Source: an optimization exercise on an open RTL-to-GDS flow (aim: small area and a short achievable clock period). Production flows keep margins and buffers that such runs may drop.
Power is estimated from default activity; no workload was simulated.

// alu
module alu(
  input   wire  [63:0]    in1       ,
  input   wire  [63:0]    in2       ,
  input   wire  [2:0]     op        ,
  input   wire            in_valid  ,
  output  wire            in_ready  ,
  output  wire  [63:0]    res       ,
  output  reg             out_valid ,
  input   wire            out_ready ,
  input   wire            clk       ,
  input   wire            rstn      
);
Settings: LEC_CHECK=0, ABC_AREA=1, CAP_MARGIN=20, CORE_MARGIN=2, CORE_UTILIZATION=40, CTS_BUF_LIST=sky130_fd_sc_hd__clkbuf_8, GPL_ROUTABILITY_DRIVEN=0, SETUP_SLACK_MARGIN=2.0, SLEW_MARGIN=20; clock period 4.6 ns.
standard.sh (not shown) runs the stock make flow with config.mk's settings and CLKGATE_MAP_FILE= SYNTH_SCRIPT=/design/flow/synth_recipe.tcl, a recipe that flattens the netlist after the stock synthesis.
==> flow/flow/run.sh <==
#!/bin/bash
# Layout flow: the standard ORFS flow (standard.sh, with the standard
# synthesis unchanged), except that the port buffers that global placement
# puts on every input and output are sky130_fd_sc_hd__buf_1 instead of the
# delay buffer buffer_ports picks by default. Every port still gets its own
# buffer. The make output goes to standard.log in the work folder; ORFS keeps
# each step's log under orfs/logs/.
set -euo pipefail
bash standard.sh "BUFFER_PORTS_ARGS=-buffer_cell sky130_fd_sc_hd__buf_1" finish > standard.log 2>&1
The first run passed the timing, DRC and antenna checks.
Next try:
- GPL_ROUTABILITY_DRIVEN: 0 -> default
- SETUP_SLACK_MARGIN: 2.0 -> 2.1
=>
- The changed run passed the timing, DRC and antenna checks
- die area is unchanged
- wire length climbs by 2.8%
- global-route usage came out higher by 0.56 points
- worst setup slack degrades by 29 ps
- non-clock buffer count increases by 12
- design area came out higher by 2.4%
- sequential power stays flat
Function was not checked in any run of this note: the RTL went through the layout flow alone.

* * *

alu, a different RTL version from the one above (not shown whole).
Size: ~0.0064 sq mm of cells after synthesis.
Design alu, start of the top module:
module alu(
  input   wire  [63:0]    in1       ,
  input   wire  [63:0]    in2       ,
  input   wire  [2:0]     op        ,
  input   wire            in_valid  ,
  output  wire            in_ready  ,
  output  reg   [63:0]    res       ,
  output  reg             out_valid ,
  input   wire            out_ready ,
  input   wire            clk       ,
  input   wire            rstn      
);
Settings: LEC_CHECK=0, ABC_AREA=1, CAP_MARGIN=20, CORE_MARGIN=2, CORE_UTILIZATION=60, SLEW_MARGIN=20; clock period 4.6 ns.
Scripts as last shown in full above: flow/flow/run.sh
Rerun with:
--- a/flow/config.mk
+++ b/flow/config.mk
@@ -11 +11,3 @@
-export CORE_UTILIZATION = 60
+export CORE_UTILIZATION = 40
+export CTS_BUF_LIST = sky130_fd_sc_hd__clkbuf_4
+export SETUP_SLACK_MARGIN = 1.0
The changed run ran to the end with no violations. Worst setup slack improves by 130 ps. Wire length increases by 11%. Global-route usage falls by 7.3 points.
Function was not checked in any run of this note: the RTL went through the layout flow alone.

* * *

run 1:
alu again, from the RTL that the note above started with.
export LEC_CHECK = 0
export ABC_AREA = 1
export CAP_MARGIN = 20
export CORE_MARGIN = 2
export CORE_UTILIZATION = 40
export CTS_BUF_LIST = sky130_fd_sc_hd__clkbuf_4
export SETUP_SLACK_MARGIN = 1.4
export SLEW_MARGIN = 20
create_clock -name core_clock -period 4.6 [get_ports {clk}]
Scripts as last shown in full above: flow/flow/run.sh
Run 1 went all the way through the flow, and no timing, DRC or antenna check failed.
> inputs changed (run 1 -> run 2)
# run 1
export LEC_CHECK = 0
export ABC_AREA = 1
export CAP_MARGIN = 20
export CORE_MARGIN = 2
export CORE_UTILIZATION = 40
export CTS_BUF_LIST = sky130_fd_sc_hd__clkbuf_4
export SETUP_SLACK_MARGIN = 1.4
export SLEW_MARGIN = 20
create_clock -name core_clock -period 4.6 [get_ports {clk}]
# run 2
export LEC_CHECK = 0
export ABC_AREA = 1
export CAP_MARGIN = 20
export CORE_MARGIN = 2
export CORE_UTILIZATION = 40
export CTS_BUF_LIST = sky130_fd_sc_hd__clkbuf_4
export SLEW_MARGIN = 20
create_clock -name core_clock -period 4.6 [get_ports {clk}]
Results
Run 2 finished end to end and its layout was clean on timing, DRC and antenna.
Sort run 2 and run 1 by number of nets in the layout asc -> top: run 2
In the reports for run 2 and run 1, the smaller count of clock-buffer cells in the layout belongs to run 1.
Reported for run 2 and run 1, number of sinks on the clock net turned out identical to the last digit.
Run 2: least setup slack across all paths after layout 0.098 ns below run 1
Run 2 against run 1: design area -790 um2; area added between synthesis and finish -12 points; leakage power -about 7%; clock tree cell share of total cell area +0.29 points.
Min largest stage delay on the critical path across run 2 and run 1: run 1
Cell internal power dissipation (run 2 over run 1): decrease, about 5%
What run 3 does differently from run 2 at the input level:
# run 2
export LEC_CHECK = 0
export ABC_AREA = 1
export CAP_MARGIN = 20
export CORE_MARGIN = 2
export CORE_UTILIZATION = 40
export CTS_BUF_LIST = sky130_fd_sc_hd__clkbuf_4
export SLEW_MARGIN = 20
create_clock -name core_clock -period 4.6 [get_ports {clk}]
# run 3
export LEC_CHECK = 0
export ABC_AREA = 1
export CAP_MARGIN = 20
export CORE_MARGIN = 2
export CORE_UTILIZATION = 40
export SLEW_MARGIN = 20
create_clock -name core_clock -period 4.6 [get_ports {clk}]
Notes after the runs:
The estimated power of run 3 ends up higher than the estimate for run 2.
Changes observed in run 3 relative to run 2: clock group power picked up an extra 82%; total via count in the routed design level; via count of the first global-routing pass roughly the same; final design area excluding fillers went up.
Comparing the two runs side by side, run 3 comes out behind run 2 on worst setup slack.
Between run 2 and run 3, the difference in met1 layer usage reported by global route is negligible.
Run 2: flow completed, timing, DRC and antenna clean
No stage failed in run 3, and the final checks on the layout all came back clean.
Run 3: minimum clock period 0.11 ns above run 2
No functional check of the RTL was part of any run of this note.

* * *

alu with an RTL version that a note above also has.
Size in the first run: about 770 cells after synthesis, ~200 I/O pins, about 6900 um^2 of cells after synthesis.
Settings: LEC_CHECK=0, ABC_AREA=1, CAP_MARGIN=20, CORE_MARGIN=2, CORE_UTILIZATION=40, CTS_BUF_LIST=sky130_fd_sc_hd__clkbuf_8, GPL_TIMING_DRIVEN=0, SETUP_SLACK_MARGIN=2.0, SLEW_MARGIN=20; clock period 4.6 ns.
Scripts as last shown in full above: flow/flow/run.sh
Next try:
--- a/flow/flow/run.sh
+++ b/flow/flow/run.sh
@@ -7,3 +7,3 @@
 # each step's log under orfs/logs/.
 set -euo pipefail
-bash standard.sh "BUFFER_PORTS_ARGS=-buffer_cell sky130_fd_sc_hd__buf_1" finish > standard.log 2>&1
+bash standard.sh "BUFFER_PORTS_ARGS=-buffer_cell sky130_fd_sc_hd__buf_1" RECOVER_POWER=100 finish > standard.log 2>&1
Settings changed: GPL_TIMING_DRIVEN 0 to unset.
The new run finished but fails on max-capacitance violations, max-slew violations.
Clock skew is lower by 8.5 ps.
First-iteration DRC count decreases by 45%.
Design area decreases by 6.2%.
Register-to-register slack got worse by 1000 ps.
Count of clock-buffer cells in the layout is unchanged.
Setup slack got worse by 700 ps.
Utilization came out lower by 3.3 points.
Power shrinks by 5.7%.
Function was not checked in any run of this note: the RTL went through the layout flow alone.

## separate check: timing with driven ports
The flow's constraints put no driver on any port. The routed layouts listed below were extracted and timed again, unchanged, in two steps.
Step 1 sets driving cells, clkbuf_16 on the clock port and buf_2 on the other inputs (assumed; they add their load-dependent delay and slew).
Step 2 moves the port delays by t, midway between the first and last clock arrival at a register: inputs arrive t later, outputs are due t later. That takes back most of the time a late clock gives input paths.
Slacks: ideal ports / drivers / drivers and shift; pairs: ideal ports / drivers.
run	t, ns	slack for setup (ns)	pins driven straight from the clock port
the first run of note 1	0.393	1.945 / 1.931 / 1.538	1
the second run of note 1	0.408	1.915 / 1.895 / 1.486	1
the first run of note 2	0.377	1.085 / 1.101 / 0.725	1
the second run of note 2	0.459	1.217 / 1.229 / 0.770	1
run 1	0.492	1.290 / 1.287 / 0.795	1
run 2	0.459	1.192 / 1.204 / 0.745	1
run 3	0.367	1.080 / 1.098 / 0.730	1
the first run of note 4	0.411	1.816 / 1.806 / 1.394	1
the second run of note 4	0.392	1.120 / 1.131 / 0.739	1
For run 1, which loses most, drivers alone change the setup slack by -0.003 ns; drivers and shift together by -0.495 ns.
